Context: an optimization exercise on an open-source flow, tuned for small area, a short achievable clock period and few clock cycles per item. The choices shown serve that exercise and are no tape-out recipe.
At most, simulation tests tie the RTL to the original design; equivalence was not proved.
Power is estimated from default activity; no workload was simulated.

==> inputs of run G <==
// SME
module SME(clk,reset,chardata,isstring,ispattern,valid,match,match_index);
==> module SME, before the edit <==
module SME(clk,reset,chardata,isstring,ispattern,valid,match,match_index);
input clk;
input reset;
input [7:0] chardata;
input isstring;
input ispattern;
output reg match;
output reg [4:0] match_index;
output reg valid;
reg [6:0] s [0:31];    
reg [5:0] len;         
reg       ps;          
reg       pp;          
reg       pc;          
reg [31:0] d;          
reg [2:0] blm1;        
wire [6:0] c = chardata[6:0];
wire is_dot    = (c == 7'h2E);
wire is_caret  = (c == 7'h5E);
wire is_dollar = (c == 7'h24);
integer k;
reg [31:0] eq, sp, lenis, mask, startok, endok, prev, dnext;
always @(*) begin
	for (k = 0; k < 32; k = k + 1) begin
		eq[k] = (s[k] == c);
		sp[k] = !(s[k][6] | (|s[k][4:0]));
		lenis[k] = (len[4:0] == k);
		mask[k] = (len > k);
	end
	startok[0] = 1'b1;
	for (k = 1; k < 32; k = k + 1) startok[k] = sp[k-1];
	for (k = 0; k < 31; k = k + 1) endok[k] = sp[k+1] | lenis[k+1];
	endok[31] = 1'b1;
	prev = (pp ? {d[30:0], pc} : 32'hFFFFFFFF) & mask;
	dnext = (prev & (eq | {32{is_dot}})) | ({32{is_dollar}} & d & endok) |
	        ({32{is_caret && !pp}} & sp);
end
reg [2:0] tb [0:7];
reg [7:0] bb;
reg [3:0] anyg, selg;
reg [7:0] grp, oh;
reg [2:0] lo;
reg       br;
reg [1:0] g;
reg [4:0] idx;
integer j;
always @(*) begin
	for (j = 0; j < 8; j = j + 1) begin
		tb[j] = j - blm1;
		bb[j] = (j < blm1);
	end
	for (k = 0; k < 4; k = k + 1)
		anyg[k] = |d[8*k +: 8];
	selg[0] = anyg[0];
	selg[1] = !anyg[0] && anyg[1];
	selg[2] = !anyg[0] && !anyg[1] && anyg[2];
	selg[3] = !anyg[0] && !anyg[1] && !anyg[2];
	g = {selg[2] | selg[3], selg[1] | selg[3]};
	grp = ({8{selg[0]}} & d[7:0]) | ({8{selg[1]}} & d[15:8]) |
	      ({8{selg[2]}} & d[23:16]) | ({8{selg[3]}} & d[31:24]);
	for (j = 0; j < 8; j = j + 1)
		oh[j] = grp[j] && !(|(grp & ((8'd1 << j) - 8'd1)));
	lo = 3'd0;
	br = 1'b0;
	for (j = 0; j < 8; j = j + 1) begin
		lo = lo | ({3{oh[j]}} & tb[j]);
		br = br | (oh[j] & bb[j]);
	end
	idx = {g - {1'b0, br}, lo};
end
always @(posedge clk) begin
	if (isstring)
		for (k = 0; k < 32; k = k + 1)
			if ((ps ? lenis[k] : (k == 0)))
				s[k] <= c;
	d <= dnext;
	if (!is_dollar)
		blm1 <= (!pp || pc) ? 3'd0 : blm1 + 3'd1;
	match <= pp && !ispattern && (|anyg);    
	match_index <= idx;
end
always @(posedge clk) begin
	if (isstring)
		len <= (ps ? len : 6'd0) + 6'd1;
	pc <= ispattern && !pp && is_caret;
end
always @(posedge clk or posedge reset) begin
	if (reset) begin
		ps <= 1'b0;
		pp <= 1'b0;
		valid <= 1'b0;
	end else begin
		ps <= isstring;
		pp <= ispattern;
		valid <= pp && !ispattern;
	end
end
endmodule
export LEC_CHECK = 0
export CAP_MARGIN = 10
export CORE_MARGIN = 2
export CORE_UTILIZATION = 40
export CTS_BUF_LIST = sky130_fd_sc_hd__clkbuf_8
export SETUP_SLACK_MARGIN = 3.0
export SLEW_MARGIN = 10
create_clock -name core_clock -period 5.0 [get_ports {clk}]
standard.sh (not shown) runs the stock make flow with config.mk's settings and CLKGATE_MAP_FILE= SYNTH_SCRIPT=/design/flow/synth_recipe.tcl, a recipe that flattens the netlist after the stock synthesis.
==> flow/flow/run.sh <==
#!/bin/bash
set -euo pipefail
cp config.mk my_config.mk
cat >> my_config.mk <<'EOC'
export CTS_ARGS = -sink_clustering_enable -repair_clock_nets -dont_use_dummy_load -sink_clustering_size 16 -sink_clustering_max_diameter 50 -buf_list {sky130_fd_sc_hd__clkbuf_8}
EOC
sed "s#DESIGN_CONFIG=[^ ]*#DESIGN_CONFIG=$PWD/my_config.mk#" standard.sh > my_standard.sh
bash my_standard.sh > standard.log 2>&1
==> run Y (differences from run G) <==
==> flow/design.v (replaced) <==
module SME(clk,reset,chardata,isstring,ispattern,valid,match,match_index);
input clk;
input reset;
input [7:0] chardata;
input isstring;
input ispattern;
output reg match;
output reg [4:0] match_index;
output reg valid;
reg [7:0]string_reg[33:0];
reg [7:0]pattern_reg[7:0];
reg string_reg_e,pattern_reg_e;
reg [3:0]fsm,fsm_next;
reg [5:0]st_conter,st_conter_next;
reg [2:0]pa_conter,pa_conter_next;
reg [5:0]st_conter_reg,st_conter_reg_next;
reg [2:0]pa_conter_reg,pa_conter_reg_next;
reg [5:0]st_reg,st_reg_next;
reg [2:0]pa_reg,pa_reg_next;
reg [5:0]dataA,dataA_next;
reg clear;
reg pa_any;
always@(posedge clk,posedge reset)
begin
	if(reset)
	begin
		fsm <= 4'd1;
		st_conter <= 6'd0;
		pa_conter <= 3'd0;
		st_reg <= 6'd0;
		pa_reg <= 3'd0;
		st_conter_reg <= 6'd0;
		pa_conter_reg <= 3'd0;
		dataA <= 6'd0;
		pa_any <= 1'b0;
	end
	else
	begin
		fsm <= fsm_next;
		st_reg <= st_reg_next;
		pa_reg <= pa_reg_next;
		st_conter_reg <= st_conter_reg_next;
		pa_conter_reg <= pa_conter_reg_next;
		dataA <= dataA_next;
		if(isstring)
		begin
			string_reg[st_conter] <= chardata;
			st_conter <= st_conter + 6'd1;
		end
		if(ispattern)
		begin
			pattern_reg[pa_conter] <= chardata;
			pa_conter <= pa_conter + 3'd1;
			pa_any <= 1'b1;
		end
		if(clear)
		begin
			st_conter <= 6'd0;
			pa_conter <= 3'd0;
			pa_any <= 1'b0;
		end
	end
end
always@(*)
begin
	case(fsm)
		4'd1:  
		begin
			fsm_next = fsm;
			st_reg_next = 6'd0;
			pa_reg_next = 3'd0;
			st_conter_reg_next = st_conter_reg;
			pa_conter_reg_next = pa_conter_reg;
			clear = 1'b0;
			dataA_next = dataA;
			valid = 1'b0;
			match = 1'b0;
			match_index = 5'd0;
			if(!(isstring | ispattern) && pa_any)
			begin
				fsm_next = 4'd2;
				if(st_conter != 6'd0)
					st_conter_reg_next = st_conter;
				pa_conter_reg_next = pa_conter;
				clear = 1'b1;
			end
		end
		4'd2:
		begin
			fsm_next = fsm;
			st_reg_next = st_reg + 6'd1;
			pa_reg_next = pa_reg;
			st_conter_reg_next = st_conter_reg;
			pa_conter_reg_next = pa_conter_reg;
			clear = 1'b0;
			dataA_next = dataA;
			valid = 1'b0;
			match = 1'b0;
			match_index = 5'd0;
			if(st_reg == st_conter_reg)
			begin
				fsm_next = 4'd10;  
			end
			else
			begin
				if(pattern_reg[pa_reg] == 8'h5E && st_reg == 6'd0)   
				begin
					fsm_next = 4'd3;
					pa_reg_next = pa_reg + 3'd1;
					st_reg_next = st_reg;
					dataA_next = st_reg;
				end
				else if(pattern_reg[pa_reg] == 8'h5E && string_reg[st_reg] == 8'h20)   
				begin
					fsm_next = 4'd3;
					st_reg_next = st_reg + 6'd1;
					pa_reg_next = pa_reg + 3'd1;
					dataA_next = st_reg + 6'd1;
				end
				else if(pattern_reg[pa_reg] == 8'h2E)   
				begin
					fsm_next = 4'd3;
					st_reg_next = st_reg;
					dataA_next = st_reg;
				end
				else if(pattern_reg[pa_reg] == string_reg[st_reg])
				begin
					fsm_next = 4'd3;
					st_reg_next = st_reg;
					dataA_next = st_reg;
				end
			end
		end
		4'd3:
		begin
			fsm_next = fsm;
			st_reg_next = st_reg + 6'd1;
			pa_reg_next = pa_reg + 3'd1;
			st_conter_reg_next = st_conter_reg;
			pa_conter_reg_next = pa_conter_reg;
			clear = 1'b0;
			dataA_next = dataA;
			valid = 1'b0;
			match = 1'b0;
			match_index = 5'd0;
			if(pattern_reg[pa_reg] == 8'h24 && st_reg == st_conter_reg)   
			begin
				fsm_next = 4'd11;  
			end
			else if(pattern_reg[pa_reg] == 8'h24 && string_reg[st_reg] == 8'h20)   
			begin
				fsm_next = 4'd11;  
			end
			else if(pattern_reg[pa_reg] == 8'h24 && string_reg[st_reg] == 8'h20)   
			begin
				fsm_next = 4'd11;  
			end
			else if(st_reg == st_conter_reg)
			begin
				fsm_next = 4'd10;  
			end
			else if(pattern_reg[pa_reg] == 8'h2E && pa_reg + 3'd1 == pa_conter_reg)   
			begin
				fsm_next = 4'd11;
			end
			else if(pattern_reg[pa_reg] == 8'h2E)   
			begin
				fsm_next = fsm;
			end
			else if(pattern_reg[pa_reg] != string_reg[st_reg])  
			begin
				fsm_next = 4'd2;
				st_reg_next = dataA + 6'd1;
				pa_reg_next = 3'd0;
			end
			else if(pa_reg + 3'd1 == pa_conter_reg)
			begin
				fsm_next = 4'd11;   
			end
		end
		4'd10:		 
		begin
			fsm_next = 4'd1;
			st_reg_next = 6'd0;
			pa_reg_next = 3'd0;
			st_conter_reg_next = st_conter_reg;
			pa_conter_reg_next = pa_conter_reg;
			clear = 1'b0;
			dataA_next = dataA;
			valid = 1'b1;
			match = 1'b0;
			match_index = 5'd0;
		end
		4'd11:		 
		begin
			fsm_next = 4'd1;
			st_reg_next = 6'd0;
			pa_reg_next = 3'd0;
			st_conter_reg_next = st_conter_reg;
			pa_conter_reg_next = pa_conter_reg;
			clear = 1'b0;
			dataA_next = dataA;
			valid = 1'b1;
			match = 1'b1;
			match_index = dataA[4:0];
		end
		default:
		begin
			fsm_next = 4'd0;
			st_reg_next = 6'd0;
			pa_reg_next = 3'd0;
			st_conter_reg_next = st_conter_reg;
			pa_conter_reg_next = pa_conter_reg;
			clear = 1'b0;
			dataA_next = dataA;
			valid = 1'b0;
			match = 1'b0;
			match_index = 5'd0;
		end
	endcase
end
endmodule
==> flow/run.sh (new file) <==
#!/bin/bash
# synth_recipe.tcl (not shown) runs the flow's synth.tcl, then flattens the netlist and writes it again
# the make line also repeats each setting of config.mk as NAME=value (left out here)
make -C /OpenROAD-flow-scripts/flow DESIGN_CONFIG=/design/flow/config.mk WORK_HOME=/design/flow/orfs CLKGATE_MAP_FILE= SYNTH_SCRIPT=/design/flow/synth_recipe.tcl finish
Settings changed: CAP_MARGIN 10 to 20, CTS_BUF_LIST sky130_fd_sc_hd__clkbuf_8 to not set, SETUP_SLACK_MARGIN 3.0 to not set, SLEW_MARGIN 10 to 20.
removed: flow/flow/run.sh
removed: flow/standard.sh
==> run M (differences from run G) <==
--- a/flow/design.v
+++ b/flow/design.v
@@ -36,36 +36,33 @@
 	        ({32{is_caret && !pp}} & sp);
 end
-reg [2:0] tb [0:7];
-reg [7:0] bb;
+function [2:0] pe8;
+	input [7:0] x;
+	begin
+		if (x[0])      pe8 = 3'd0;
+		else if (x[1]) pe8 = 3'd1;
+		else if (x[2]) pe8 = 3'd2;
+		else if (x[3]) pe8 = 3'd3;
+		else if (x[4]) pe8 = 3'd4;
+		else if (x[5]) pe8 = 3'd5;
+		else if (x[6]) pe8 = 3'd6;
+		else           pe8 = 3'd7;
+	end
+endfunction
 reg [3:0] anyg, selg;
-reg [7:0] grp, oh;
-reg [2:0] lo;
-reg       br;
-reg [1:0] g;
+reg [4:0] idxg [0:3];
 reg [4:0] idx;
-integer j;
+reg [3:0] dif;
 always @(*) begin
-	for (j = 0; j < 8; j = j + 1) begin
-		tb[j] = j - blm1;
-		bb[j] = (j < blm1);
+	for (k = 0; k < 4; k = k + 1) begin
+		anyg[k] = |d[8*k +: 8];
+		dif = {1'b0, pe8(d[8*k +: 8])} - {1'b0, blm1};
+		idxg[k] = {k[1:0] - {1'b0, dif[3]}, dif[2:0]};
 	end
-	for (k = 0; k < 4; k = k + 1)
-		anyg[k] = |d[8*k +: 8];
 	selg[0] = anyg[0];
 	selg[1] = !anyg[0] && anyg[1];
 	selg[2] = !anyg[0] && !anyg[1] && anyg[2];
 	selg[3] = !anyg[0] && !anyg[1] && !anyg[2];
-	g = {selg[2] | selg[3], selg[1] | selg[3]};
-	grp = ({8{selg[0]}} & d[7:0]) | ({8{selg[1]}} & d[15:8]) |
-	      ({8{selg[2]}} & d[23:16]) | ({8{selg[3]}} & d[31:24]);
-	for (j = 0; j < 8; j = j + 1)
-		oh[j] = grp[j] && !(|(grp & ((8'd1 << j) - 8'd1)));
-	lo = 3'd0;
-	br = 1'b0;
-	for (j = 0; j < 8; j = j + 1) begin
-		lo = lo | ({3{oh[j]}} & tb[j]);
-		br = br | (oh[j] & bb[j]);
-	end
-	idx = {g - {1'b0, br}, lo};
+	idx = ({5{selg[0]}} & idxg[0]) | ({5{selg[1]}} & idxg[1]) |
+	      ({5{selg[2]}} & idxg[2]) | ({5{selg[3]}} & idxg[3]);
 end
 always @(posedge clk) begin
==> comparison <==
- The lowest utilization belongs to run Y, the highest to run G.
- Between run M and run G, the lower combinational power is in run G (gap about 6.4%, measured against run G).
- In run G the clock power is lower than in run Y, by about 60%.
- First-iteration DRC count: run Y > run G > run M.
- Between run Y and run G, the lower area after synthesis is in run G (gap 23%, measured against run G).
- Sequential power is about the same in run M and run G.
- Synthesized cell count, highest first: run Y, run G, run M.
- Maximum frequency, highest first: run M, run G, run Y.
- Worst hold slack, highest first: run G, run M, run Y.
Testbench counts of run Y, summed over its fixed seeds: cycles 80,284, items 2,412.
Only the layout flow was run in run G and run M; the RTL was not checked for function there.

re-timing with driven ports:
The flow's constraints put no driver on any port. The routed layouts listed below were extracted and timed again, unchanged, in two steps.
Step 1 assumes that a clkbuf_16 drives the clock port and a buf_2 every other input.
Step 2 adds t to the input delays and takes it off the output delays; t is the mean of the earliest and latest rising clock arrival at the registers after step 1. Input paths then give back, and output paths get back, about the clock's delay inside the block.
Three values: no drivers, after step 1, after step 2; two values: the first two.
| run | shift t [ns] | slack for setup (ns) | worst setup path at the end | latest minus earliest clock arrival (ns) |
|---|---|---|---|---|
| run G | 0.624 | 2.808 / 2.808 / 2.315 | input to register | 0.072 / 0.072 |
| run Y | 0.596 | 0.583 / 0.583 / 0.583 | register to register | 0.025 / 0.024 |
| run M | 0.621 | 2.903 / 2.860 / 2.238 | input to register | 0.053 / 0.053 |
After both steps setup and hold are still met in every run listed. The setup slack of run M, which loses most, moves by -0.043 ns with the drivers and by -0.665 ns with both steps.
